This is an optimization exercise on Yosys and OpenROAD, whose aim is small area, not a production implementation. No run shown here included a check of the RTL's function; only the layout flow was run. No activity file was given, so power comes from the tool's default toggle rates.

==> config.mk <==
export PLATFORM = sky130hd
export DESIGN_NAME = alu
export DESIGN_NICKNAME = alu
export VERILOG_FILES = /design/flow/design.v
export SDC_FILE = /design/flow/constraint.sdc
export NUM_CORES = 4
export LEC_CHECK = 0
export CAP_MARGIN = 20
export CORE_MARGIN = 2
export CORE_UTILIZATION = 40
export SLEW_MARGIN = 20
==> constraint.sdc <==
create_clock -name core_clock -period 5.0 [get_ports {clk}]
set_input_delay 1.0000 -clock core_clock [delete_from_list [all_inputs] [get_ports {clk}]]
set_output_delay 1.0000 -clock core_clock [all_outputs]
set_load 0.01 [all_outputs]
==> design.v <==
module alu(clk, rst, d1, d2, op, dout);
    input clk, rst;
    input [3:0] op;
    input [31:0] d1;
    input [31:0] d2;
    output reg [31:0] dout;
    wire is_add  = (op == 4'd0);
    wire is_sub  = (op == 4'd1);
    wire is_and  = (op == 4'd2);
    wire is_or   = (op == 4'd3);
    wire is_xor  = (op == 4'd4);
    wire is_srl  = (op == 4'd5);
    wire is_sll  = (op == 4'd6);
    wire is_slt  = (op == 4'd7);
    wire is_sra  = (op == 4'd8);
    wire is_sltu = (op == 4'd9);
    wire hold    = op[3] & (op[2] | op[1]);
    wire nr      = ~rst;
    genvar i;
    wire        sub = is_sub | is_slt | is_sltu;
    wire [31:0] bx  = d2 ^ {32{sub}};
    wire [31:0] pp  = d1 ^ bx;
    wire [31:0] gg  = d1 & bx;
    wire [32:0] pg0 = {pp, 1'b0};
    wire [32:0] gg0 = {gg, sub};
    wire G0_1 = gg0[1] | (pg0[1] & gg0[0]);
    wire P0_1 = pg0[1] & pg0[0];
    wire G0_3 = gg0[3] | (pg0[3] & gg0[2]);
    wire P0_3 = pg0[3] & pg0[2];
    wire G0_5 = gg0[5] | (pg0[5] & gg0[4]);
    wire P0_5 = pg0[5] & pg0[4];
    wire G0_7 = gg0[7] | (pg0[7] & gg0[6]);
    wire P0_7 = pg0[7] & pg0[6];
    wire G0_9 = gg0[9] | (pg0[9] & gg0[8]);
    wire P0_9 = pg0[9] & pg0[8];
    wire G0_11 = gg0[11] | (pg0[11] & gg0[10]);
    wire P0_11 = pg0[11] & pg0[10];
    wire G0_13 = gg0[13] | (pg0[13] & gg0[12]);
    wire P0_13 = pg0[13] & pg0[12];
    wire G0_15 = gg0[15] | (pg0[15] & gg0[14]);
    wire P0_15 = pg0[15] & pg0[14];
    wire G0_17 = gg0[17] | (pg0[17] & gg0[16]);
    wire P0_17 = pg0[17] & pg0[16];
    wire G0_19 = gg0[19] | (pg0[19] & gg0[18]);
    wire P0_19 = pg0[19] & pg0[18];
    wire G0_21 = gg0[21] | (pg0[21] & gg0[20]);
    wire P0_21 = pg0[21] & pg0[20];
    wire G0_23 = gg0[23] | (pg0[23] & gg0[22]);
    wire P0_23 = pg0[23] & pg0[22];
    wire G0_25 = gg0[25] | (pg0[25] & gg0[24]);
    wire P0_25 = pg0[25] & pg0[24];
    wire G0_27 = gg0[27] | (pg0[27] & gg0[26]);
    wire P0_27 = pg0[27] & pg0[26];
    wire G0_29 = gg0[29] | (pg0[29] & gg0[28]);
    wire P0_29 = pg0[29] & pg0[28];
    wire G0_31 = gg0[31] | (pg0[31] & gg0[30]);
    wire P0_31 = pg0[31] & pg0[30];
    wire G1_3 = G0_3 | (P0_3 & G0_1);
    wire P1_3 = P0_3 & P0_1;
    wire G1_7 = G0_7 | (P0_7 & G0_5);
    wire P1_7 = P0_7 & P0_5;
    wire G1_11 = G0_11 | (P0_11 & G0_9);
    wire P1_11 = P0_11 & P0_9;
    wire G1_15 = G0_15 | (P0_15 & G0_13);
    wire P1_15 = P0_15 & P0_13;
    wire G1_19 = G0_19 | (P0_19 & G0_17);
    wire P1_19 = P0_19 & P0_17;
    wire G1_23 = G0_23 | (P0_23 & G0_21);
    wire P1_23 = P0_23 & P0_21;
    wire G1_27 = G0_27 | (P0_27 & G0_25);
    wire P1_27 = P0_27 & P0_25;
    wire G1_31 = G0_31 | (P0_31 & G0_29);
    wire P1_31 = P0_31 & P0_29;
    wire G2_7 = G1_7 | (P1_7 & G1_3);
    wire P2_7 = P1_7 & P1_3;
    wire G2_15 = G1_15 | (P1_15 & G1_11);
    wire P2_15 = P1_15 & P1_11;
    wire G2_23 = G1_23 | (P1_23 & G1_19);
    wire P2_23 = P1_23 & P1_19;
    wire G2_31 = G1_31 | (P1_31 & G1_27);
    wire P2_31 = P1_31 & P1_27;
    wire G3_15 = G2_15 | (P2_15 & G2_7);
    wire P3_15 = P2_15 & P2_7;
    wire G3_31 = G2_31 | (P2_31 & G2_23);
    wire P3_31 = P2_31 & P2_23;
    wire G4_31 = G3_31 | (P3_31 & G3_15);
    wire P4_31 = P3_31 & P3_15;
    wire G6_23 = G2_23 | (P2_23 & G3_15);
    wire P6_23 = P2_23 & P3_15;
    wire G7_11 = G1_11 | (P1_11 & G2_7);
    wire P7_11 = P1_11 & P2_7;
    wire G7_19 = G1_19 | (P1_19 & G3_15);
    wire P7_19 = P1_19 & P3_15;
    wire G7_27 = G1_27 | (P1_27 & G6_23);
    wire P7_27 = P1_27 & P6_23;
    wire G8_5 = G0_5 | (P0_5 & G1_3);
    wire P8_5 = P0_5 & P1_3;
    wire G8_9 = G0_9 | (P0_9 & G2_7);
    wire P8_9 = P0_9 & P2_7;
    wire G8_13 = G0_13 | (P0_13 & G7_11);
    wire P8_13 = P0_13 & P7_11;
    wire G8_17 = G0_17 | (P0_17 & G3_15);
    wire P8_17 = P0_17 & P3_15;
    wire G8_21 = G0_21 | (P0_21 & G7_19);
    wire P8_21 = P0_21 & P7_19;
    wire G8_25 = G0_25 | (P0_25 & G6_23);
    wire P8_25 = P0_25 & P6_23;
    wire G8_29 = G0_29 | (P0_29 & G7_27);
    wire P8_29 = P0_29 & P7_27;
    wire G9_2 = gg0[2] | (pg0[2] & G0_1);
    wire P9_2 = pg0[2] & P0_1;
    wire G9_4 = gg0[4] | (pg0[4] & G1_3);
    wire P9_4 = pg0[4] & P1_3;
    wire G9_6 = gg0[6] | (pg0[6] & G8_5);
    wire P9_6 = pg0[6] & P8_5;
    wire G9_8 = gg0[8] | (pg0[8] & G2_7);
    wire P9_8 = pg0[8] & P2_7;
    wire G9_10 = gg0[10] | (pg0[10] & G8_9);
    wire P9_10 = pg0[10] & P8_9;
    wire G9_12 = gg0[12] | (pg0[12] & G7_11);
    wire P9_12 = pg0[12] & P7_11;
    wire G9_14 = gg0[14] | (pg0[14] & G8_13);
    wire P9_14 = pg0[14] & P8_13;
    wire G9_16 = gg0[16] | (pg0[16] & G3_15);
    wire P9_16 = pg0[16] & P3_15;
    wire G9_18 = gg0[18] | (pg0[18] & G8_17);
    wire P9_18 = pg0[18] & P8_17;
    wire G9_20 = gg0[20] | (pg0[20] & G7_19);
    wire P9_20 = pg0[20] & P7_19;
    wire G9_22 = gg0[22] | (pg0[22] & G8_21);
    wire P9_22 = pg0[22] & P8_21;
    wire G9_24 = gg0[24] | (pg0[24] & G6_23);
    wire P9_24 = pg0[24] & P6_23;
    wire G9_26 = gg0[26] | (pg0[26] & G8_25);
    wire P9_26 = pg0[26] & P8_25;
    wire G9_28 = gg0[28] | (pg0[28] & G7_27);
    wire P9_28 = pg0[28] & P7_27;
    wire G9_30 = gg0[30] | (pg0[30] & G8_29);
    wire P9_30 = pg0[30] & P8_29;
    wire G9_32 = gg0[32] | (pg0[32] & G4_31);
    wire P9_32 = pg0[32] & P4_31;
    wire [32:0] cy;
    assign cy[0] = gg0[0];
    assign cy[1] = G0_1;
    assign cy[2] = G9_2;
    assign cy[3] = G1_3;
    assign cy[4] = G9_4;
    assign cy[5] = G8_5;
    assign cy[6] = G9_6;
    assign cy[7] = G2_7;
    assign cy[8] = G9_8;
    assign cy[9] = G8_9;
    assign cy[10] = G9_10;
    assign cy[11] = G7_11;
    assign cy[12] = G9_12;
    assign cy[13] = G8_13;
    assign cy[14] = G9_14;
    assign cy[15] = G3_15;
    assign cy[16] = G9_16;
    assign cy[17] = G8_17;
    assign cy[18] = G9_18;
    assign cy[19] = G7_19;
    assign cy[20] = G9_20;
    assign cy[21] = G8_21;
    assign cy[22] = G9_22;
    assign cy[23] = G6_23;
    assign cy[24] = G9_24;
    assign cy[25] = G8_25;
    assign cy[26] = G9_26;
    assign cy[27] = G7_27;
    assign cy[28] = G9_28;
    assign cy[29] = G8_29;
    assign cy[30] = G9_30;
    assign cy[31] = G4_31;
    assign cy[32] = G9_32;
    wire        ltu = ~cy[32];
    wire        lt  = ltu ^ d1[31] ^ d2[31];
    wire        use_cy = is_add | is_sub;
    wire [31:0] sum = pp ^ (cy[31:0] & {32{use_cy}});
    wire        big  = |d2[31:5];
    wire        sh_l = is_sll;
    wire        sh_r = is_srl | is_sra;
    wire        sh_on = sh_l | sh_r;
    wire        fill = is_sra & d1[31];
    wire [31:0] t0;
    assign t0[0] = ~((sh_l & d1[31]) | (sh_r & d1[0]));
    assign t0[1] = ~((sh_l & d1[30]) | (sh_r & d1[1]));
    assign t0[2] = ~((sh_l & d1[29]) | (sh_r & d1[2]));
    assign t0[3] = ~((sh_l & d1[28]) | (sh_r & d1[3]));
    assign t0[4] = ~((sh_l & d1[27]) | (sh_r & d1[4]));
    assign t0[5] = ~((sh_l & d1[26]) | (sh_r & d1[5]));
    assign t0[6] = ~((sh_l & d1[25]) | (sh_r & d1[6]));
    assign t0[7] = ~((sh_l & d1[24]) | (sh_r & d1[7]));
    assign t0[8] = ~((sh_l & d1[23]) | (sh_r & d1[8]));
    assign t0[9] = ~((sh_l & d1[22]) | (sh_r & d1[9]));
    assign t0[10] = ~((sh_l & d1[21]) | (sh_r & d1[10]));
    assign t0[11] = ~((sh_l & d1[20]) | (sh_r & d1[11]));
    assign t0[12] = ~((sh_l & d1[19]) | (sh_r & d1[12]));
    assign t0[13] = ~((sh_l & d1[18]) | (sh_r & d1[13]));
    assign t0[14] = ~((sh_l & d1[17]) | (sh_r & d1[14]));
    assign t0[15] = ~((sh_l & d1[16]) | (sh_r & d1[15]));
    assign t0[16] = ~((sh_l & d1[15]) | (sh_r & d1[16]));
    assign t0[17] = ~((sh_l & d1[14]) | (sh_r & d1[17]));
    assign t0[18] = ~((sh_l & d1[13]) | (sh_r & d1[18]));
    assign t0[19] = ~((sh_l & d1[12]) | (sh_r & d1[19]));
    assign t0[20] = ~((sh_l & d1[11]) | (sh_r & d1[20]));
    assign t0[21] = ~((sh_l & d1[10]) | (sh_r & d1[21]));
    assign t0[22] = ~((sh_l & d1[9]) | (sh_r & d1[22]));
    assign t0[23] = ~((sh_l & d1[8]) | (sh_r & d1[23]));
    assign t0[24] = ~((sh_l & d1[7]) | (sh_r & d1[24]));
    assign t0[25] = ~((sh_l & d1[6]) | (sh_r & d1[25]));
    assign t0[26] = ~((sh_l & d1[5]) | (sh_r & d1[26]));
    assign t0[27] = ~((sh_l & d1[4]) | (sh_r & d1[27]));
    assign t0[28] = ~((sh_l & d1[3]) | (sh_r & d1[28]));
    assign t0[29] = ~((sh_l & d1[2]) | (sh_r & d1[29]));
    assign t0[30] = ~((sh_l & d1[1]) | (sh_r & d1[30]));
    assign t0[31] = ~((sh_l & d1[0]) | (sh_r & d1[31]));
    wire m0 = sh_on & d2[0];
    wire n0 = sh_on & ~d2[0];
    wire [31:0] t1;
    assign t1[0] = ~((m0 & t0[1]) | (n0 & t0[0]));
    assign t1[1] = ~((m0 & t0[2]) | (n0 & t0[1]));
    assign t1[2] = ~((m0 & t0[3]) | (n0 & t0[2]));
    assign t1[3] = ~((m0 & t0[4]) | (n0 & t0[3]));
    assign t1[4] = ~((m0 & t0[5]) | (n0 & t0[4]));
    assign t1[5] = ~((m0 & t0[6]) | (n0 & t0[5]));
    assign t1[6] = ~((m0 & t0[7]) | (n0 & t0[6]));
    assign t1[7] = ~((m0 & t0[8]) | (n0 & t0[7]));
    assign t1[8] = ~((m0 & t0[9]) | (n0 & t0[8]));
    assign t1[9] = ~((m0 & t0[10]) | (n0 & t0[9]));
    assign t1[10] = ~((m0 & t0[11]) | (n0 & t0[10]));
    assign t1[11] = ~((m0 & t0[12]) | (n0 & t0[11]));
    assign t1[12] = ~((m0 & t0[13]) | (n0 & t0[12]));
    assign t1[13] = ~((m0 & t0[14]) | (n0 & t0[13]));
    assign t1[14] = ~((m0 & t0[15]) | (n0 & t0[14]));
    assign t1[15] = ~((m0 & t0[16]) | (n0 & t0[15]));
    assign t1[16] = ~((m0 & t0[17]) | (n0 & t0[16]));
    assign t1[17] = ~((m0 & t0[18]) | (n0 & t0[17]));
    assign t1[18] = ~((m0 & t0[19]) | (n0 & t0[18]));
    assign t1[19] = ~((m0 & t0[20]) | (n0 & t0[19]));
    assign t1[20] = ~((m0 & t0[21]) | (n0 & t0[20]));
    assign t1[21] = ~((m0 & t0[22]) | (n0 & t0[21]));
    assign t1[22] = ~((m0 & t0[23]) | (n0 & t0[22]));
    assign t1[23] = ~((m0 & t0[24]) | (n0 & t0[23]));
    assign t1[24] = ~((m0 & t0[25]) | (n0 & t0[24]));
    assign t1[25] = ~((m0 & t0[26]) | (n0 & t0[25]));
    assign t1[26] = ~((m0 & t0[27]) | (n0 & t0[26]));
    assign t1[27] = ~((m0 & t0[28]) | (n0 & t0[27]));
    assign t1[28] = ~((m0 & t0[29]) | (n0 & t0[28]));
    assign t1[29] = ~((m0 & t0[30]) | (n0 & t0[29]));
    assign t1[30] = ~((m0 & t0[31]) | (n0 & t0[30]));
    assign t1[31] = ~((m0 & ~fill) | (n0 & t0[31]));
    wire m1 = sh_on & d2[1];
    wire n1 = sh_on & ~d2[1];
    wire [31:0] t2;
    assign t2[0] = ~((m1 & t1[2]) | (n1 & t1[0]));
    assign t2[1] = ~((m1 & t1[3]) | (n1 & t1[1]));
    assign t2[2] = ~((m1 & t1[4]) | (n1 & t1[2]));
    assign t2[3] = ~((m1 & t1[5]) | (n1 & t1[3]));
    assign t2[4] = ~((m1 & t1[6]) | (n1 & t1[4]));
    assign t2[5] = ~((m1 & t1[7]) | (n1 & t1[5]));
    assign t2[6] = ~((m1 & t1[8]) | (n1 & t1[6]));
    assign t2[7] = ~((m1 & t1[9]) | (n1 & t1[7]));
    assign t2[8] = ~((m1 & t1[10]) | (n1 & t1[8]));
    assign t2[9] = ~((m1 & t1[11]) | (n1 & t1[9]));
    assign t2[10] = ~((m1 & t1[12]) | (n1 & t1[10]));
    assign t2[11] = ~((m1 & t1[13]) | (n1 & t1[11]));
    assign t2[12] = ~((m1 & t1[14]) | (n1 & t1[12]));
    assign t2[13] = ~((m1 & t1[15]) | (n1 & t1[13]));
    assign t2[14] = ~((m1 & t1[16]) | (n1 & t1[14]));
    assign t2[15] = ~((m1 & t1[17]) | (n1 & t1[15]));
    assign t2[16] = ~((m1 & t1[18]) | (n1 & t1[16]));
    assign t2[17] = ~((m1 & t1[19]) | (n1 & t1[17]));
    assign t2[18] = ~((m1 & t1[20]) | (n1 & t1[18]));
    assign t2[19] = ~((m1 & t1[21]) | (n1 & t1[19]));
    assign t2[20] = ~((m1 & t1[22]) | (n1 & t1[20]));
    assign t2[21] = ~((m1 & t1[23]) | (n1 & t1[21]));
    assign t2[22] = ~((m1 & t1[24]) | (n1 & t1[22]));
    assign t2[23] = ~((m1 & t1[25]) | (n1 & t1[23]));
    assign t2[24] = ~((m1 & t1[26]) | (n1 & t1[24]));
    assign t2[25] = ~((m1 & t1[27]) | (n1 & t1[25]));
    assign t2[26] = ~((m1 & t1[28]) | (n1 & t1[26]));
    assign t2[27] = ~((m1 & t1[29]) | (n1 & t1[27]));
    assign t2[28] = ~((m1 & t1[30]) | (n1 & t1[28]));
    assign t2[29] = ~((m1 & t1[31]) | (n1 & t1[29]));
    assign t2[30] = ~((m1 & fill) | (n1 & t1[30]));
    assign t2[31] = ~((m1 & fill) | (n1 & t1[31]));
    wire m2 = sh_on & d2[2];
    wire n2 = sh_on & ~d2[2];
    wire [31:0] t3;
    assign t3[0] = ~((m2 & t2[4]) | (n2 & t2[0]));
    assign t3[1] = ~((m2 & t2[5]) | (n2 & t2[1]));
    assign t3[2] = ~((m2 & t2[6]) | (n2 & t2[2]));
    assign t3[3] = ~((m2 & t2[7]) | (n2 & t2[3]));
    assign t3[4] = ~((m2 & t2[8]) | (n2 & t2[4]));
    assign t3[5] = ~((m2 & t2[9]) | (n2 & t2[5]));
    assign t3[6] = ~((m2 & t2[10]) | (n2 & t2[6]));
    assign t3[7] = ~((m2 & t2[11]) | (n2 & t2[7]));
    assign t3[8] = ~((m2 & t2[12]) | (n2 & t2[8]));
    assign t3[9] = ~((m2 & t2[13]) | (n2 & t2[9]));
    assign t3[10] = ~((m2 & t2[14]) | (n2 & t2[10]));
    assign t3[11] = ~((m2 & t2[15]) | (n2 & t2[11]));
    assign t3[12] = ~((m2 & t2[16]) | (n2 & t2[12]));
    assign t3[13] = ~((m2 & t2[17]) | (n2 & t2[13]));
    assign t3[14] = ~((m2 & t2[18]) | (n2 & t2[14]));
    assign t3[15] = ~((m2 & t2[19]) | (n2 & t2[15]));
    assign t3[16] = ~((m2 & t2[20]) | (n2 & t2[16]));
    assign t3[17] = ~((m2 & t2[21]) | (n2 & t2[17]));
    assign t3[18] = ~((m2 & t2[22]) | (n2 & t2[18]));
    assign t3[19] = ~((m2 & t2[23]) | (n2 & t2[19]));
    assign t3[20] = ~((m2 & t2[24]) | (n2 & t2[20]));
    assign t3[21] = ~((m2 & t2[25]) | (n2 & t2[21]));
    assign t3[22] = ~((m2 & t2[26]) | (n2 & t2[22]));
    assign t3[23] = ~((m2 & t2[27]) | (n2 & t2[23]));
    assign t3[24] = ~((m2 & t2[28]) | (n2 & t2[24]));
    assign t3[25] = ~((m2 & t2[29]) | (n2 & t2[25]));
    assign t3[26] = ~((m2 & t2[30]) | (n2 & t2[26]));
    assign t3[27] = ~((m2 & t2[31]) | (n2 & t2[27]));
    assign t3[28] = ~((m2 & ~fill) | (n2 & t2[28]));
    assign t3[29] = ~((m2 & ~fill) | (n2 & t2[29]));
    assign t3[30] = ~((m2 & ~fill) | (n2 & t2[30]));
    assign t3[31] = ~((m2 & ~fill) | (n2 & t2[31]));
    wire m3 = sh_on & d2[3];
    wire n3 = sh_on & ~d2[3];
    wire [31:0] t4;
    assign t4[0] = ~((m3 & t3[8]) | (n3 & t3[0]));
    assign t4[1] = ~((m3 & t3[9]) | (n3 & t3[1]));
    assign t4[2] = ~((m3 & t3[10]) | (n3 & t3[2]));
    assign t4[3] = ~((m3 & t3[11]) | (n3 & t3[3]));
    assign t4[4] = ~((m3 & t3[12]) | (n3 & t3[4]));
    assign t4[5] = ~((m3 & t3[13]) | (n3 & t3[5]));
    assign t4[6] = ~((m3 & t3[14]) | (n3 & t3[6]));
    assign t4[7] = ~((m3 & t3[15]) | (n3 & t3[7]));
    assign t4[8] = ~((m3 & t3[16]) | (n3 & t3[8]));
    assign t4[9] = ~((m3 & t3[17]) | (n3 & t3[9]));
    assign t4[10] = ~((m3 & t3[18]) | (n3 & t3[10]));
    assign t4[11] = ~((m3 & t3[19]) | (n3 & t3[11]));
    assign t4[12] = ~((m3 & t3[20]) | (n3 & t3[12]));
    assign t4[13] = ~((m3 & t3[21]) | (n3 & t3[13]));
    assign t4[14] = ~((m3 & t3[22]) | (n3 & t3[14]));
    assign t4[15] = ~((m3 & t3[23]) | (n3 & t3[15]));
    assign t4[16] = ~((m3 & t3[24]) | (n3 & t3[16]));
    assign t4[17] = ~((m3 & t3[25]) | (n3 & t3[17]));
    assign t4[18] = ~((m3 & t3[26]) | (n3 & t3[18]));
    assign t4[19] = ~((m3 & t3[27]) | (n3 & t3[19]));
    assign t4[20] = ~((m3 & t3[28]) | (n3 & t3[20]));
    assign t4[21] = ~((m3 & t3[29]) | (n3 & t3[21]));
    assign t4[22] = ~((m3 & t3[30]) | (n3 & t3[22]));
    assign t4[23] = ~((m3 & t3[31]) | (n3 & t3[23]));
    assign t4[24] = ~((m3 & fill) | (n3 & t3[24]));
    assign t4[25] = ~((m3 & fill) | (n3 & t3[25]));
    assign t4[26] = ~((m3 & fill) | (n3 & t3[26]));
    assign t4[27] = ~((m3 & fill) | (n3 & t3[27]));
    assign t4[28] = ~((m3 & fill) | (n3 & t3[28]));
    assign t4[29] = ~((m3 & fill) | (n3 & t3[29]));
    assign t4[30] = ~((m3 & fill) | (n3 & t3[30]));
    assign t4[31] = ~((m3 & fill) | (n3 & t3[31]));
    wire [31:0] y = ~t4;
    wire [31:0] y16 = {{16{fill}}, y[31:16]};
    wire e_r0 = nr & sh_r & ~big & ~d2[4];
    wire e_r1 = nr & sh_r & ~big &  d2[4];
    wire e_l0 = nr & sh_l & ~big & ~d2[4];
    wire e_l1 = nr & sh_l & ~big &  d2[4];
    wire [31:0] shres;
    generate for (i = 0; i < 32; i = i + 1) begin : g_sh
        assign shres[i] = (e_r0 & y[i]) | (e_r1 & y16[i]) | (e_l0 & y[31 - i]) | (e_l1 & y16[31 - i]);
    end endgenerate
    wire e_h   = nr & hold;
    wire e_lt  = nr & ((is_slt & lt) | (is_sltu & ltu));
    wire e_sum = nr & (is_add | is_sub | is_xor | is_or);
    wire e_g   = nr & (is_and | is_or);
    wire [31:0] nxt = ({32{e_sum}} & sum) | ({32{e_g}} & gg) | shres
                    | ({32{e_h}} & dout) | {31'd0, e_lt};
    always @(posedge clk)
        dout <= nxt;
endmodule
==> flow/run.sh <==
#!/bin/bash
# Own layout flow: the standard ORFS flow (standard.sh), with
#  - ORFS's synthesis run unchanged except that ABC maps with an area script
#    (flow/abc_area.script, hooked in by flow/abc_hook.tcl) in place of the
#    delay-oriented one;
#  - the extra make settings in flow/make_args.txt (one per line): ports
#    buffered with sky130_fd_sc_hd__buf_1, clock tree built from clkbuf_8
#    without dummy loads, and ORFS's power recovery (gate downsizing) after
#    global routing.
# The tools' logs are ORFS's own, under orfs/logs; make's output is flow.log.
set -euo pipefail
W=$PWD
export AREA_ABC_SCRIPT=$W/flow/abc_area.script
{ head -n 1 synth_recipe.tcl; echo "source $W/flow/abc_hook.tcl"; tail -n +2 synth_recipe.tcl; } > synth_area.tcl
EXTRA=()
if [[ -f flow/make_args.txt ]]; then mapfile -t EXTRA < flow/make_args.txt; fi
bash standard.sh SYNTH_SCRIPT=$W/synth_area.tcl "${EXTRA[@]}" finish > flow.log 2>&1
==> flow/abc_area.script <==
&get -n
&st
&synch2
&nf -R 1000 -p -F 8 -A 4
&put
topo
stime -c
buffer -c
upsize -c
dnsize -c
==> flow/abc_hook.tcl <==
# Run ABC with an area-oriented script instead of ORFS's delay-oriented one.
# Everything else in ORFS's synthesis is left as it is.
proc abc {args} {
  set i [lsearch -exact $args -script]
  if { $i >= 0 } {
    set args [lreplace $args [expr {$i + 1}] [expr {$i + 1}] $::env(AREA_ABC_SCRIPT)]
  }
  set j [lsearch -exact $args -D]
  if { $j >= 0 } {
    set args [lreplace $args $j [expr {$j + 1}]]
  }
  yosys abc {*}$args
}
==> flow/make_args.txt <==
BUFFER_PORTS_ARGS=-buffer_cell sky130_fd_sc_hd__buf_1
CTS_ARGS=-sink_clustering_enable -repair_clock_nets -dont_use_dummy_load -buf_list sky130_fd_sc_hd__clkbuf_8
RECOVER_POWER=100
==> standard.sh <==
#!/bin/bash
# synth_recipe.tcl (not shown) runs the flow's synth.tcl, then flattens the netlist and writes it again
# the make line also repeats each setting of config.mk as NAME=value (left out here)
make -C /OpenROAD-flow-scripts/flow DESIGN_CONFIG=/design/flow/config.mk WORK_HOME=/design/flow/orfs CLKGATE_MAP_FILE= SYNTH_SCRIPT=/design/flow/synth_recipe.tcl "${@:-finish}"
==> load_flow_metrics.sql, run 1 <==
INSERT INTO impl_metrics (metric_group, metric, value, unit) VALUES
('layout', 'final_layout_size_suffix_gt1_frac', '0.0682', ''),
('die', 'fp.dieH', '113', 'um'),
('timing', 'skew', '0', 'ns'),
('power_and_ir_drop', 'power_density', '196', 'nW/um2'),
('run_status', 'run_status', 'no timing/DRC/antenna violations', ''),
('clock_network', 'inserted_clock_buffers', '5', ''),
('clock_network', 'cts-resized-gates', '0', ''),
('placed_design', 'gpl.final_weighted_congestion', '0.986', ''),
('synthesis', 'synth-adder-area-share', '0.0839', ''),
('timing', 'fmax', '213', 'MHz'),
('global_routing', 'met1_usage', '0.397', ''),
('worst_setup_path', 'cp-startpoint', 'op[2]', ''),
('routing', 'routed_wl', '20400', 'um'),
('layout', 'num_antenna_cells', '0', ''),
('placed_design', 'port_buffers', '101', ''),
('synthesis', 'area_fraction_in_and_or_nand_and_nor_cells_after_synthesis', '0.161', ''),
('clock_network', 'cts.repair_timing.setup_buffer_count', '0', ''),
('run', 'cap_violations', '0', ''),
('worst_setup_path', 'worst-path-max-fanout', '11', ''),
('routing', 'detail_route.drc_violations', '0', ''),
('timing', 'worstMarginPinSlew', '1.13', 'ns'),
('hold_path', 'min_to', 'dout[12]', ''),
('timing', 'timing.final.setup_violations', '0', ''),
('layout', 'post_layout_net_count', '822', ''),
('synthesis', 'yosysWarnings', '1', ''),
('synthesis', 'yosys.area_share.xor_xnor', '0.121', ''),
('clock_network', 'htreeDepth', '2', ''),
('clock_network', 'tritoncts', 'yes', ''),
('worst_setup_path', 'worstSetupEndpointType', 'register', ''),
('layout', 'top_register', 'dout', ''),
('synthesis', 'synth.ff_latch_count', '32', ''),
('synthesis', 'synth-edff-count', '0', ''),
('synthesis', 'synth_nets', '750', ''),
('timing', 'setup_ws', '0.310', 'ns'),
('clock_network', 'cts.hold.buffers_added', '0', ''),
('placed_design', 'preCtsSetupSlack', '0.167', 'ns'),
('routing', 'vias', '5946', ''),
('synthesis', 'synth_top_family_by_area', 'compound AO/OA/AOI/OAI gates', ''),
('synthesis', 'synth.most_common_cell', 'sky130_fd_sc_hd__o22ai_1', ''),
('worst_setup_path', 'reg2reg_slack', '3.61', 'ns'),
('layout', 'area_growth', '12.3', '%'),
('global_routing', 'grt_first_pass_wirelength', '30200', 'um'),
('global_routing', 'grt_max_degree', '35', ''),
('clock_network', 'clock_tree.buffer_depth', '2', ''),
('global_routing', 'grt_use_met3', '0.0600', ''),
('die', 'floorplan.initialDensity', '0.414', ''),
('clock_network', 'clockRootBuffer', 'sky130_fd_sc_hd__clkbuf_8', ''),
('synthesis', 'synth_top_cells_by_area', 'sky130_fd_sc_hd__o22ai_1, sky130_fd_sc_hd__dfxtp_1, sky130_fd_sc_hd__xnor2_1, sky130_fd_sc_hd__ha_1, sky130_fd_sc_hd__nand2_1', ''),
('routing', 'dr.first_iter.drc_count', '810', ''),
('worst_setup_path', 'setup.worst_path.start_class', 'input pin', ''),
('synthesis', 'synthTopCellsByCount', 'sky130_fd_sc_hd__o22ai_1, sky130_fd_sc_hd__nand2_1, sky130_fd_sc_hd__xnor2_1', ''),
('synthesis', 'yosysUniqueCellTypes', '53', ''),
('worst_setup_path', 'timing.critical_path.arrival', '4.86', 'ns'),
('die', 'io-pin-count', '102', ''),
('clock_network', 'path_clk_slew', '0.08', 'ns'),
('synthesis', 'async_reset_ff_frac', '0', ''),
('power_and_ir_drop', 'ir_worst_vdd', '0.0000934', 'V'),
('synthesis', 'netlist_instances', '648', ''),
('hold_path', 'hold_path_depth', '2', ''),
('worst_setup_path', 'setup.worst_path.class', 'input pin to register', ''),
('timing', 'final_period_minus_worst_setup_slack', '4.69', 'ns'),
('synthesis', 'compound_gate_portion_of_the_synthesized_area', '0.440', ''),
('global_routing', 'global_route_usage_over_all_layers', '0.303', ''),
('synthesis', 'ys_seq_area_frac', '0.134', ''),
('timing', 'hold_viol', '0', ''),
('worst_setup_path', 'rr_startpoint', 'dout[29]', ''),
('die', 'design.die.area', '12800', 'um2'),
('die', 'std_cell_rows', '39', ''),
('global_routing', 'top_usage_layer', 'met2', ''),
('timing', 'fin_worst_hold_slack', '0.548', 'ns'),
('global_routing', 'via_count_of_the_first_global_routing_pass', '5445', '');
kinds of logic after synthesis:
logic type	Yosys count
XOR/XNOR	66
buffers and inverters	64
AO/OA/AOI/OAI	286
flip-flops	32
multiplexers	2
adder cells (fa/ha/maj)	32
AND/OR/NAND/NOR	166
cell usage in the layout, fill, tap and decap left out, drive strengths merged, types with 7 or more instances in the layout:
cell	count
buf	122
o22ai	114
nand2	86
xnor2	49
ha	32
dfxtp	32
a22o	31
a221o	31
a21oi	31
o21ai	29
nor2	28
nand3	20
xor2	17
a222oi	16
a221oi	15
a22oi	10
nor4	8
clkbuf	7
area by class of cell:
class	instances	area (um2)
tap	143	179
inverter	5	18.8
timing repair buffer	124	561
sequential	32	641
multi-input combinational	552	3890
fill	1187	6160
clock buffer	5	68.8
layer usage:
metal | up-vias | part of all wire
met5 | - | 0
li1 | 2718 | -
met1 | 2760 | 0.39
met2 | 419 | 0.46
met4 | 0 | 0.032
met3 | 49 | 0.12
critical path, cell delays in order:
cell and delay (ns):
sky130_fd_sc_hd__clkbuf_1 0.18, sky130_fd_sc_hd__nor2_1 0.25, sky130_fd_sc_hd__nand2_1 0.08, sky130_fd_sc_hd__nor2_1 0.27, sky130_fd_sc_hd__a31o_2 0.17, sky130_fd_sc_hd__or2_0 0.46, sky130_fd_sc_hd__nand2_1 0.38, sky130_fd_sc_hd__o22ai_1 0.33
sky130_fd_sc_hd__o22ai_1 0.16, sky130_fd_sc_hd__o21ai_0 0.27, sky130_fd_sc_hd__o21ai_0 0.44, sky130_fd_sc_hd__mux2_2 0.46, sky130_fd_sc_hd__a221oi_1 0.29, sky130_fd_sc_hd__nand2_1 0.11
worst max path at each step:
stage	end	slack [ns]
6_report	dout[17]	0.31
5_1_grt	dout[30]	0.07
4_1_cts	dout[31]	0.44
3_5_place_dp	dout[31]	0.17
3_3_place_gp	dout[0]	0.33
2_1_floorplan	dout[0]	0.53
metrics by stage:
| stage | power, uW | std cells | instance area (um2) |
|---|---|---|---|
| global placement | 841 | 856 | 5290 |
| global route | 1110 | 861 | 5360 |
| floorplan | 682 | 648 | 4770 |
| detailed placement | 847 | 856 | 5290 |
| CTS | 1040 | 861 | 5360 |
| finish | 1050 | 861 | 5360 |
report_power, final:
part	leakage, uW	internal, uW	total (uW)	switching, uW
clock	0.0000359	89.9	191	101
combinational	0.00173	216	568	352
sequential	0.000262	276	291	15.1
==> run 2: changes to the inputs <==
--- a/design.v
+++ b/design.v
@@ -56,122 +56,168 @@
     wire G0_31 = gg0[31] | (pg0[31] & gg0[30]);
     wire P0_31 = pg0[31] & pg0[30];
+    wire G1_2 = gg0[2] | (pg0[2] & G0_1);
+    wire P1_2 = pg0[2] & P0_1;
     wire G1_3 = G0_3 | (P0_3 & G0_1);
     wire P1_3 = P0_3 & P0_1;
+    wire G1_6 = gg0[6] | (pg0[6] & G0_5);
+    wire P1_6 = pg0[6] & P0_5;
     wire G1_7 = G0_7 | (P0_7 & G0_5);
     wire P1_7 = P0_7 & P0_5;
+    wire G1_10 = gg0[10] | (pg0[10] & G0_9);
+    wire P1_10 = pg0[10] & P0_9;
     wire G1_11 = G0_11 | (P0_11 & G0_9);
     wire P1_11 = P0_11 & P0_9;
+    wire G1_14 = gg0[14] | (pg0[14] & G0_13);
+    wire P1_14 = pg0[14] & P0_13;
     wire G1_15 = G0_15 | (P0_15 & G0_13);
     wire P1_15 = P0_15 & P0_13;
+    wire G1_18 = gg0[18] | (pg0[18] & G0_17);
+    wire P1_18 = pg0[18] & P0_17;
     wire G1_19 = G0_19 | (P0_19 & G0_17);
     wire P1_19 = P0_19 & P0_17;
+    wire G1_22 = gg0[22] | (pg0[22] & G0_21);
+    wire P1_22 = pg0[22] & P0_21;
     wire G1_23 = G0_23 | (P0_23 & G0_21);
     wire P1_23 = P0_23 & P0_21;
+    wire G1_26 = gg0[26] | (pg0[26] & G0_25);
+    wire P1_26 = pg0[26] & P0_25;
     wire G1_27 = G0_27 | (P0_27 & G0_25);
     wire P1_27 = P0_27 & P0_25;
+    wire G1_30 = gg0[30] | (pg0[30] & G0_29);
+    wire P1_30 = pg0[30] & P0_29;
     wire G1_31 = G0_31 | (P0_31 & G0_29);
     wire P1_31 = P0_31 & P0_29;
+    wire G2_4 = gg0[4] | (pg0[4] & G1_3);
+    wire P2_4 = pg0[4] & P1_3;
+    wire G2_5 = G0_5 | (P0_5 & G1_3);
+    wire P2_5 = P0_5 & P1_3;
+    wire G2_6 = G1_6 | (P1_6 & G1_3);
+    wire P2_6 = P1_6 & P1_3;
     wire G2_7 = G1_7 | (P1_7 & G1_3);
     wire P2_7 = P1_7 & P1_3;
+    wire G2_12 = gg0[12] | (pg0[12] & G1_11);
+    wire P2_12 = pg0[12] & P1_11;
+    wire G2_13 = G0_13 | (P0_13 & G1_11);
+    wire P2_13 = P0_13 & P1_11;
+    wire G2_14 = G1_14 | (P1_14 & G1_11);
+    wire P2_14 = P1_14 & P1_11;
     wire G2_15 = G1_15 | (P1_15 & G1_11);
     wire P2_15 = P1_15 & P1_11;
+    wire G2_20 = gg0[20] | (pg0[20] & G1_19);
+    wire P2_20 = pg0[20] & P1_19;
+    wire G2_21 = G0_21 | (P0_21 & G1_19);
+    wire P2_21 = P0_21 & P1_19;
+    wire G2_22 = G1_22 | (P1_22 & G1_19);
+    wire P2_22 = P1_22 & P1_19;
     wire G2_23 = G1_23 | (P1_23 & G1_19);
     wire P2_23 = P1_23 & P1_19;
+    wire G2_28 = gg0[28] | (pg0[28] & G1_27);
+    wire P2_28 = pg0[28] & P1_27;
+    wire G2_29 = G0_29 | (P0_29 & G1_27);
+    wire P2_29 = P0_29 & P1_27;
+    wire G2_30 = G1_30 | (P1_30 & G1_27);
+    wire P2_30 = P1_30 & P1_27;
     wire G2_31 = G1_31 | (P1_31 & G1_27);
     wire P2_31 = P1_31 & P1_27;
+    wire G3_8 = gg0[8] | (pg0[8] & G2_7);
+    wire P3_8 = pg0[8] & P2_7;
+    wire G3_9 = G0_9 | (P0_9 & G2_7);
+    wire P3_9 = P0_9 & P2_7;
+    wire G3_10 = G1_10 | (P1_10 & G2_7);
+    wire P3_10 = P1_10 & P2_7;
+    wire G3_11 = G1_11 | (P1_11 & G2_7);
+    wire P3_11 = P1_11 & P2_7;
+    wire G3_12 = G2_12 | (P2_12 & G2_7);
+    wire P3_12 = P2_12 & P2_7;
+    wire G3_13 = G2_13 | (P2_13 & G2_7);
+    wire P3_13 = P2_13 & P2_7;
+    wire G3_14 = G2_14 | (P2_14 & G2_7);
+    wire P3_14 = P2_14 & P2_7;
     wire G3_15 = G2_15 | (P2_15 & G2_7);
     wire P3_15 = P2_15 & P2_7;
+    wire G3_24 = gg0[24] | (pg0[24] & G2_23);
+    wire P3_24 = pg0[24] & P2_23;
+    wire G3_25 = G0_25 | (P0_25 & G2_23);
+    wire P3_25 = P0_25 & P2_23;
+    wire G3_26 = G1_26 | (P1_26 & G2_23);
+    wire P3_26 = P1_26 & P2_23;
+    wire G3_27 = G1_27 | (P1_27 & G2_23);
+    wire P3_27 = P1_27 & P2_23;
+    wire G3_28 = G2_28 | (P2_28 & G2_23);
+    wire P3_28 = P2_28 & P2_23;
+    wire G3_29 = G2_29 | (P2_29 & G2_23);
+    wire P3_29 = P2_29 & P2_23;
+    wire G3_30 = G2_30 | (P2_30 & G2_23);
+    wire P3_30 = P2_30 & P2_23;
     wire G3_31 = G2_31 | (P2_31 & G2_23);
     wire P3_31 = P2_31 & P2_23;
+    wire G4_16 = gg0[16] | (pg0[16] & G3_15);
+    wire P4_16 = pg0[16] & P3_15;
+    wire G4_17 = G0_17 | (P0_17 & G3_15);
+    wire P4_17 = P0_17 & P3_15;
+    wire G4_18 = G1_18 | (P1_18 & G3_15);
+    wire P4_18 = P1_18 & P3_15;
+    wire G4_19 = G1_19 | (P1_19 & G3_15);
+    wire P4_19 = P1_19 & P3_15;
+    wire G4_20 = G2_20 | (P2_20 & G3_15);
+    wire P4_20 = P2_20 & P3_15;
+    wire G4_21 = G2_21 | (P2_21 & G3_15);
+    wire P4_21 = P2_21 & P3_15;
+    wire G4_22 = G2_22 | (P2_22 & G3_15);
+    wire P4_22 = P2_22 & P3_15;
+    wire G4_23 = G2_23 | (P2_23 & G3_15);
+    wire P4_23 = P2_23 & P3_15;
+    wire G4_24 = G3_24 | (P3_24 & G3_15);
+    wire P4_24 = P3_24 & P3_15;
+    wire G4_25 = G3_25 | (P3_25 & G3_15);
+    wire P4_25 = P3_25 & P3_15;
+    wire G4_26 = G3_26 | (P3_26 & G3_15);
+    wire P4_26 = P3_26 & P3_15;
+    wire G4_27 = G3_27 | (P3_27 & G3_15);
+    wire P4_27 = P3_27 & P3_15;
+    wire G4_28 = G3_28 | (P3_28 & G3_15);
+    wire P4_28 = P3_28 & P3_15;
+    wire G4_29 = G3_29 | (P3_29 & G3_15);
+    wire P4_29 = P3_29 & P3_15;
+    wire G4_30 = G3_30 | (P3_30 & G3_15);
+    wire P4_30 = P3_30 & P3_15;
     wire G4_31 = G3_31 | (P3_31 & G3_15);
     wire P4_31 = P3_31 & P3_15;
-    wire G6_23 = G2_23 | (P2_23 & G3_15);
-    wire P6_23 = P2_23 & P3_15;
-    wire G7_11 = G1_11 | (P1_11 & G2_7);
-    wire P7_11 = P1_11 & P2_7;
-    wire G7_19 = G1_19 | (P1_19 & G3_15);
-    wire P7_19 = P1_19 & P3_15;
-    wire G7_27 = G1_27 | (P1_27 & G6_23);
-    wire P7_27 = P1_27 & P6_23;
-    wire G8_5 = G0_5 | (P0_5 & G1_3);
-    wire P8_5 = P0_5 & P1_3;
-    wire G8_9 = G0_9 | (P0_9 & G2_7);
-    wire P8_9 = P0_9 & P2_7;
-    wire G8_13 = G0_13 | (P0_13 & G7_11);
-    wire P8_13 = P0_13 & P7_11;
-    wire G8_17 = G0_17 | (P0_17 & G3_15);
-    wire P8_17 = P0_17 & P3_15;
-    wire G8_21 = G0_21 | (P0_21 & G7_19);
-    wire P8_21 = P0_21 & P7_19;
-    wire G8_25 = G0_25 | (P0_25 & G6_23);
-    wire P8_25 = P0_25 & P6_23;
-    wire G8_29 = G0_29 | (P0_29 & G7_27);
-    wire P8_29 = P0_29 & P7_27;
-    wire G9_2 = gg0[2] | (pg0[2] & G0_1);
-    wire P9_2 = pg0[2] & P0_1;
-    wire G9_4 = gg0[4] | (pg0[4] & G1_3);
-    wire P9_4 = pg0[4] & P1_3;
-    wire G9_6 = gg0[6] | (pg0[6] & G8_5);
-    wire P9_6 = pg0[6] & P8_5;
-    wire G9_8 = gg0[8] | (pg0[8] & G2_7);
-    wire P9_8 = pg0[8] & P2_7;
-    wire G9_10 = gg0[10] | (pg0[10] & G8_9);
-    wire P9_10 = pg0[10] & P8_9;
-    wire G9_12 = gg0[12] | (pg0[12] & G7_11);
-    wire P9_12 = pg0[12] & P7_11;
-    wire G9_14 = gg0[14] | (pg0[14] & G8_13);
-    wire P9_14 = pg0[14] & P8_13;
-    wire G9_16 = gg0[16] | (pg0[16] & G3_15);
-    wire P9_16 = pg0[16] & P3_15;
-    wire G9_18 = gg0[18] | (pg0[18] & G8_17);
-    wire P9_18 = pg0[18] & P8_17;
-    wire G9_20 = gg0[20] | (pg0[20] & G7_19);
-    wire P9_20 = pg0[20] & P7_19;
-    wire G9_22 = gg0[22] | (pg0[22] & G8_21);
-    wire P9_22 = pg0[22] & P8_21;
-    wire G9_24 = gg0[24] | (pg0[24] & G6_23);
-    wire P9_24 = pg0[24] & P6_23;
-    wire G9_26 = gg0[26] | (pg0[26] & G8_25);
-    wire P9_26 = pg0[26] & P8_25;
-    wire G9_28 = gg0[28] | (pg0[28] & G7_27);
-    wire P9_28 = pg0[28] & P7_27;
-    wire G9_30 = gg0[30] | (pg0[30] & G8_29);
-    wire P9_30 = pg0[30] & P8_29;
-    wire G9_32 = gg0[32] | (pg0[32] & G4_31);
-    wire P9_32 = pg0[32] & P4_31;
+    wire G5_32 = gg0[32] | (pg0[32] & G4_31);
+    wire P5_32 = pg0[32] & P4_31;
     wire [32:0] cy;
     assign cy[0] = gg0[0];
     assign cy[1] = G0_1;
-    assign cy[2] = G9_2;
+    assign cy[2] = G1_2;
     assign cy[3] = G1_3;
-    assign cy[4] = G9_4;
-    assign cy[5] = G8_5;
-    assign cy[6] = G9_6;
+    assign cy[4] = G2_4;
+    assign cy[5] = G2_5;
+    assign cy[6] = G2_6;
     assign cy[7] = G2_7;
-    assign cy[8] = G9_8;
-    assign cy[9] = G8_9;
-    assign cy[10] = G9_10;
-    assign cy[11] = G7_11;
-    assign cy[12] = G9_12;
-    assign cy[13] = G8_13;
-    assign cy[14] = G9_14;
+    assign cy[8] = G3_8;
+    assign cy[9] = G3_9;
+    assign cy[10] = G3_10;
+    assign cy[11] = G3_11;
+    assign cy[12] = G3_12;
+    assign cy[13] = G3_13;
+    assign cy[14] = G3_14;
     assign cy[15] = G3_15;
-    assign cy[16] = G9_16;
-    assign cy[17] = G8_17;
-    assign cy[18] = G9_18;
-    assign cy[19] = G7_19;
-    assign cy[20] = G9_20;
-    assign cy[21] = G8_21;
-    assign cy[22] = G9_22;
-    assign cy[23] = G6_23;
-    assign cy[24] = G9_24;
-    assign cy[25] = G8_25;
-    assign cy[26] = G9_26;
-    assign cy[27] = G7_27;
-    assign cy[28] = G9_28;
-    assign cy[29] = G8_29;
-    assign cy[30] = G9_30;
+    assign cy[16] = G4_16;
+    assign cy[17] = G4_17;
+    assign cy[18] = G4_18;
+    assign cy[19] = G4_19;
+    assign cy[20] = G4_20;
+    assign cy[21] = G4_21;
+    assign cy[22] = G4_22;
+    assign cy[23] = G4_23;
+    assign cy[24] = G4_24;
+    assign cy[25] = G4_25;
+    assign cy[26] = G4_26;
+    assign cy[27] = G4_27;
+    assign cy[28] = G4_28;
+    assign cy[29] = G4_29;
+    assign cy[30] = G4_30;
     assign cy[31] = G4_31;
-    assign cy[32] = G9_32;
+    assign cy[32] = G5_32;
     wire        ltu = ~cy[32];
     wire        lt  = ltu ^ d1[31] ^ d2[31];
@@ -356,13 +402,45 @@
     assign t4[30] = ~((m3 & fill) | (n3 & t3[30]));
     assign t4[31] = ~((m3 & fill) | (n3 & t3[31]));
-    wire [31:0] y = ~t4;
-    wire [31:0] y16 = {{16{fill}}, y[31:16]};
-    wire e_r0 = nr & sh_r & ~big & ~d2[4];
-    wire e_r1 = nr & sh_r & ~big &  d2[4];
-    wire e_l0 = nr & sh_l & ~big & ~d2[4];
-    wire e_l1 = nr & sh_l & ~big &  d2[4];
+    wire m4 = sh_on & d2[4];
+    wire n4 = sh_on & ~d2[4];
+    wire [31:0] t5;
+    assign t5[0] = ~((m4 & t4[16]) | (n4 & t4[0]));
+    assign t5[1] = ~((m4 & t4[17]) | (n4 & t4[1]));
+    assign t5[2] = ~((m4 & t4[18]) | (n4 & t4[2]));
+    assign t5[3] = ~((m4 & t4[19]) | (n4 & t4[3]));
+    assign t5[4] = ~((m4 & t4[20]) | (n4 & t4[4]));
+    assign t5[5] = ~((m4 & t4[21]) | (n4 & t4[5]));
+    assign t5[6] = ~((m4 & t4[22]) | (n4 & t4[6]));
+    assign t5[7] = ~((m4 & t4[23]) | (n4 & t4[7]));
+    assign t5[8] = ~((m4 & t4[24]) | (n4 & t4[8]));
+    assign t5[9] = ~((m4 & t4[25]) | (n4 & t4[9]));
+    assign t5[10] = ~((m4 & t4[26]) | (n4 & t4[10]));
+    assign t5[11] = ~((m4 & t4[27]) | (n4 & t4[11]));
+    assign t5[12] = ~((m4 & t4[28]) | (n4 & t4[12]));
+    assign t5[13] = ~((m4 & t4[29]) | (n4 & t4[13]));
+    assign t5[14] = ~((m4 & t4[30]) | (n4 & t4[14]));
+    assign t5[15] = ~((m4 & t4[31]) | (n4 & t4[15]));
+    assign t5[16] = ~((m4 & ~fill) | (n4 & t4[16]));
+    assign t5[17] = ~((m4 & ~fill) | (n4 & t4[17]));
+    assign t5[18] = ~((m4 & ~fill) | (n4 & t4[18]));
+    assign t5[19] = ~((m4 & ~fill) | (n4 & t4[19]));
+    assign t5[20] = ~((m4 & ~fill) | (n4 & t4[20]));
+    assign t5[21] = ~((m4 & ~fill) | (n4 & t4[21]));
+    assign t5[22] = ~((m4 & ~fill) | (n4 & t4[22]));
+    assign t5[23] = ~((m4 & ~fill) | (n4 & t4[23]));
+    assign t5[24] = ~((m4 & ~fill) | (n4 & t4[24]));
+    assign t5[25] = ~((m4 & ~fill) | (n4 & t4[25]));
+    assign t5[26] = ~((m4 & ~fill) | (n4 & t4[26]));
+    assign t5[27] = ~((m4 & ~fill) | (n4 & t4[27]));
+    assign t5[28] = ~((m4 & ~fill) | (n4 & t4[28]));
+    assign t5[29] = ~((m4 & ~fill) | (n4 & t4[29]));
+    assign t5[30] = ~((m4 & ~fill) | (n4 & t4[30]));
+    assign t5[31] = ~((m4 & ~fill) | (n4 & t4[31]));
+    wire [31:0] y = t5;
+    wire e_r = nr & sh_r & ~big;
+    wire e_l = nr & sh_l & ~big;
     wire [31:0] shres;
     generate for (i = 0; i < 32; i = i + 1) begin : g_sh
-        assign shres[i] = (e_r0 & y[i]) | (e_r1 & y16[i]) | (e_l0 & y[31 - i]) | (e_l1 & y16[31 - i]);
+        assign shres[i] = (e_r & y[i]) | (e_l & y[31 - i]);
     end endgenerate
     wire e_h   = nr & hold;
==> run 2 against run 1 <==
Against the previous run:
- first-iteration DRC count decreased by 4.8%
- clock-buffer cell count unchanged
- sequential share of layout area increased by 0.10 points
- critical path type unchanged
- wire length increased by 2.1%
- register-to-register slack improved by 0.31 ns
- still clean
- final cell count decreased by 0.12%
- die area decreased by 0.33%
==> load_flow_metrics.sql, run 2 <==
INSERT INTO impl_metrics (metric_group, metric, value, unit) VALUES
('die', 'core', '11500', 'um2'),
('synthesis', 'synth_top_cells_by_area', 'sky130_fd_sc_hd__o22ai_1, sky130_fd_sc_hd__dfxtp_1, sky130_fd_sc_hd__xnor2_1, sky130_fd_sc_hd__ha_1, sky130_fd_sc_hd__a22o_1', ''),
('timing', 'worstMarginPinSlew', '0.920', 'ns'),
('worst_setup_path', 'worstSetupEndpointType', 'register', ''),
('timing', 'hold_viol', '0', ''),
('clock_network', 'htreeDepth', '2', ''),
('synthesis', 'async_reset_ff_frac', '0', ''),
('clock_network', 'clk-insertion-delay-late', '0.29', 'ns'),
('layout', 'final_common_cell', 'sky130_fd_sc_hd__o22ai_1', ''),
('layout', 'area_growth', '11.7', '%'),
('routing', 'vias', '5981', ''),
('hold_path', 'hold_class', 'register to register', ''),
('power_and_ir_drop', 'power.leakage', '0.00192', 'uW'),
('layout', 'final_layout_size_suffix_gt1_frac', '0.0586', ''),
('placed_design', 'preCtsSetupSlack', '0.154', 'ns'),
('routing', 'via_density_per_instance', '6.95', ''),
('routing', 'dr.first_iter.drc_count', '771', ''),
('timing', 'timing.setup.tns', '0', 'ns'),
('clock_network', 'clock_tree.buffer_depth', '2', ''),
('routing', 'drtPass1Iterations', '25', ''),
('power_and_ir_drop', 'power_density', '201', 'nW/um2'),
('layout', 'reg.largest.list', 'dout (32)', ''),
('clock_network', 'cts-resized-gates', '0', ''),
('layout', 'top_register', 'dout', ''),
('timing', 'timing.final.crit_share', '0.931', ''),
('global_routing', 'antenna_found_initial', '0', ''),
('clock_network', 'tritoncts', 'yes', ''),
('routing', 'detail_route.drc_violations', '0', ''),
('synthesis', 'synth-edff-count', '0', ''),
('die', 'design.die.area', '12800', 'um2'),
('timing', 'setup_ws', '0.346', 'ns'),
('synthesis', 'synth.most_common_cell', 'sky130_fd_sc_hd__o22ai_1', ''),
('routing', 'routed_wl', '20800', 'um'),
('global_routing', 'via_count_of_the_first_global_routing_pass', '5446', ''),
('layout', 'mostFrequentLayoutCells', 'sky130_fd_sc_hd__o22ai_1, sky130_fd_sc_hd__buf_1, sky130_fd_sc_hd__nand2_1', ''),
('synthesis', 'postSynthAreaPerCell', '7.35', 'um2'),
('global_routing', 'grt_max_degree', '37', ''),
('timing', 'rsz0062_at_grt', 'no', ''),
('synthesis', 'yosys.area.top_type', 'sky130_fd_sc_hd__o22ai_1', ''),
('worst_setup_path', 'worstPathRequired', '5.14', 'ns'),
('layout', 'post_layout_net_count', '821', ''),
('worst_setup_path', 'setup.worst_path.start_class', 'input pin', ''),
('layout', 'num_antenna_cells', '0', ''),
('run', 'cap_violations', '0', ''),
('worst_setup_path', 'timing.critical_path.arrival', '4.80', 'ns'),
('worst_setup_path', 'cp-startpoint', 'op[3]', ''),
('clock_network', 'path_clk_slew', '0.08', 'ns'),
('global_routing', 'global_route_usage_over_all_layers', '0.314', ''),
('run_status', 'run_status', 'no timing/DRC/antenna violations', ''),
('routing', 'ant_nets', '0', ''),
('power_and_ir_drop', 'ir_worst_vdd', '0.000123', 'V'),
('die', 'std_cell_rows', '39', ''),
('synthesis', 'synth_nets', '749', ''),
('synthesis', 'ys_seq_area_frac', '0.135', ''),
('worst_setup_path', 'setup.worst_path.class', 'input pin to register', ''),
('worst_setup_path', 'chain_of_cells_forming_the_critical_path', 'clkbuf_1, nor2b_2, nand2_1, o21ai_2, nand2_4, buf_4, xnor2_1, ha_1, a21oi_1, o21ai_0, a41o_1, and3_1, nand3_2, o21ai_4, nand3_2, nand2_2, a221oi_2, o21ba_1, xnor2_1, o21ai_1, nand3b_1, o211ai_1', ''),
('die', 'io-pin-count', '102', ''),
('synthesis', 'synthTopCellsByCount', 'sky130_fd_sc_hd__o22ai_1, sky130_fd_sc_hd__nand2_1, sky130_fd_sc_hd__xnor2_1', ''),
('worst_setup_path', 'rr_startpoint', 'dout[0]', ''),
('synthesis', 'yosysWarnings', '1', ''),
('die', 'fp.dieW', '113', 'um'),
('global_routing', 'grt_first_pass_wirelength', '31400', 'um'),
('clock_network', 'cts.repair_timing.setup_buffer_count', '0', ''),
('timing', 'skew', '0', 'ns'),
('placed_design', 'detailedPlacementHpwl', '16200', 'um'),
('timing', 'final_period_minus_worst_setup_slack', '4.65', 'ns'),
('worst_setup_path', 'worst-path-max-fanout', '17', ''),
('clock_network', 'tritoncts_num_sinks', '32', ''),
('synthesis', 'synth.ff_latch_count', '32', ''),
('worst_setup_path', 'cpMaxStageDelayCell', 'sky130_fd_sc_hd__a221oi_2', ''),
('timing', 'timing.final.setup_violations', '0', ''),
('layout', 'largest_register_ff_count', '32', ''),
('synthesis', 'yosysUniqueCellTypes', '55', ''),
('clock_network', 'clockRootBuffer', 'sky130_fd_sc_hd__clkbuf_8', ''),
('synthesis', 'dominantRegCellSynth', 'sky130_fd_sc_hd__dfxtp_1', ''),
('die', 'fp.dieH', '113', 'um'),
('synthesis', 'synth_top_cell_area_share', '0.141', ''),
('synthesis', 'post_synth_instance_area', '4760', 'um2'),
('placed_design', 'gpl.final_weighted_congestion', '1.01', ''),
('timing', 'fmax', '215', 'MHz'),
('timing', 'timing.slew.headroom', '0.385', ''),
('clock_network', 'cts.hold.buffers_added', '0', ''),
('routing', 'routed_wire_length_per_instance', '24.2', 'um'),
('clock_network', 'inserted_clock_buffers', '5', ''),
('placed_design', 'port_buffers', '101', ''),
('die', 'floorplan.initialDensity', '0.413', ''),
('worst_setup_path', 'worst_stage_delay_on_the_critical_path', '0.35', 'ns'),
('timing', 'finalMaxSlewViolations', '0', ''),
('hold_path', 'hold_path.startpoint', 'dout[18]', ''),
('synthesis', 'netlist_instances', '647', ''),
('global_routing', 'grt_overflow_total', '0', '');
## run 2: cell types whose count changed after synthesis, sizes merged, moves of 5 or more
cell / previous run / this run
a221o: 31 / 0
nand2: 86 / 55
o21ai: 29 / 53
o211ai: 0 / 14
o221ai: 0 / 11
a221oi: 15 / 6
o21a: 2 / 11
a222oi: 16 / 24
nand3: 20 / 13
o22ai: 114 / 107
a21o: 0 / 5
clkbuf: 39 / 34
mux2i: 0 / 5
## run 2: power breakdown
group	switching [uW]	internal, uW	leakage [uW]
Combinational	360	220	0.00163
Clock	108	90.0	0.0000359
Sequential	13.8	276	0.000262
## run 2: worst max-delay path: cells and delay by family
family                   cells  cell delay (ns)
adder cells (fa/ha/maj)      1             0.30
buffers and inverters        2             0.60
AND/OR/NAND/NOR              8             1.17
AO/OA/AOI/OAI                9             1.42
XOR/XNOR                     2             0.28
## run 2: worst paths after layout
| kind | end | slack (ns) | cells after the start |
|---|---|---|---|
| worst max-delay path | dout[0] | 0.35 | 22 |
| worst min-delay path | dout[18] | 0.52 | 2 |
| worst max register to register | dout[0] | 3.92 | 3 |
| worst min register to register | dout[18] | 0.52 | 2 |
## run 2: routing by layer
| metal | part of all wire | global-route usage |
|---|---|---|
| met5 | 0 | 0 |
| met4 | 0.029 | 0.0992 |
| met3 | 0.097 | 0.0455 |
| met2 | 0.45 | 0.501 |
| met1 | 0.42 | 0.439 |
## run 2: kinds of logic (layout without fill, tap and decap cells)
kind of cell	after synthesis	in the layout	share of synthesized area
AOI/OAI and AO/OA	315	315	0.459
DFF	32	32	0.135
muxes	5	5	0.0105
buffers and inverters	63	133	0.0537
xor gates and xnor gates	66	66	0.122
adders and majority gates	32	32	0.0842
and+or+nand+nor	134	134	0.137
## run 2: cell type report
class                      instances  area (um2)
clock buffer                       5        68.8
multi-input combinational        552        3870
timing repair buffer             123         537
tap                              143         179
fill                            1228        6200
sequential                        32         641
inverter                           5        18.8
## run 2: per-stage QoR
step                area [um2]  hold WS (ns)  total power, uW   util  cells
floorplan                 4760         0.537              685      -    647
finish                    5310         0.515             1070  0.461    860
detailed placement        5260         0.497              856  0.456    855
CTS                       5320         0.515             1050  0.462    860
global placement          5260         0.484              854  0.456    855
global route              5310         0.547             1130  0.461    860

[separate check: timing with driven ports]
How much do the figures lean on ideal ports? The routed layouts below were timed once more, with nothing changed but the port constraints. Step 1, drivers: a clkbuf_16 drives clk and a buf_2 each remaining input, both assumed. Step 2 times the ports against the registers' clock, not the clock port: input delays grow and output delays shrink by t, the midpoint of the rising clock arrivals with the driver on. Slacks: ideal ports / drivers / drivers and shift; pairs: ideal ports / drivers.
run	shift t [ns]	slack for setup (ns)	clock arrival spread, ns
run 1	0.314	0.310 / 0.322 / 0.008	0.014 / 0.014
run 2	0.327	0.346 / 0.355 / 0.029	0.010 / 0.011
After both steps every run listed still meets setup and hold. For run 2, which loses most, drivers alone change the setup slack by +0.009 ns; drivers and shift together by -0.317 ns.
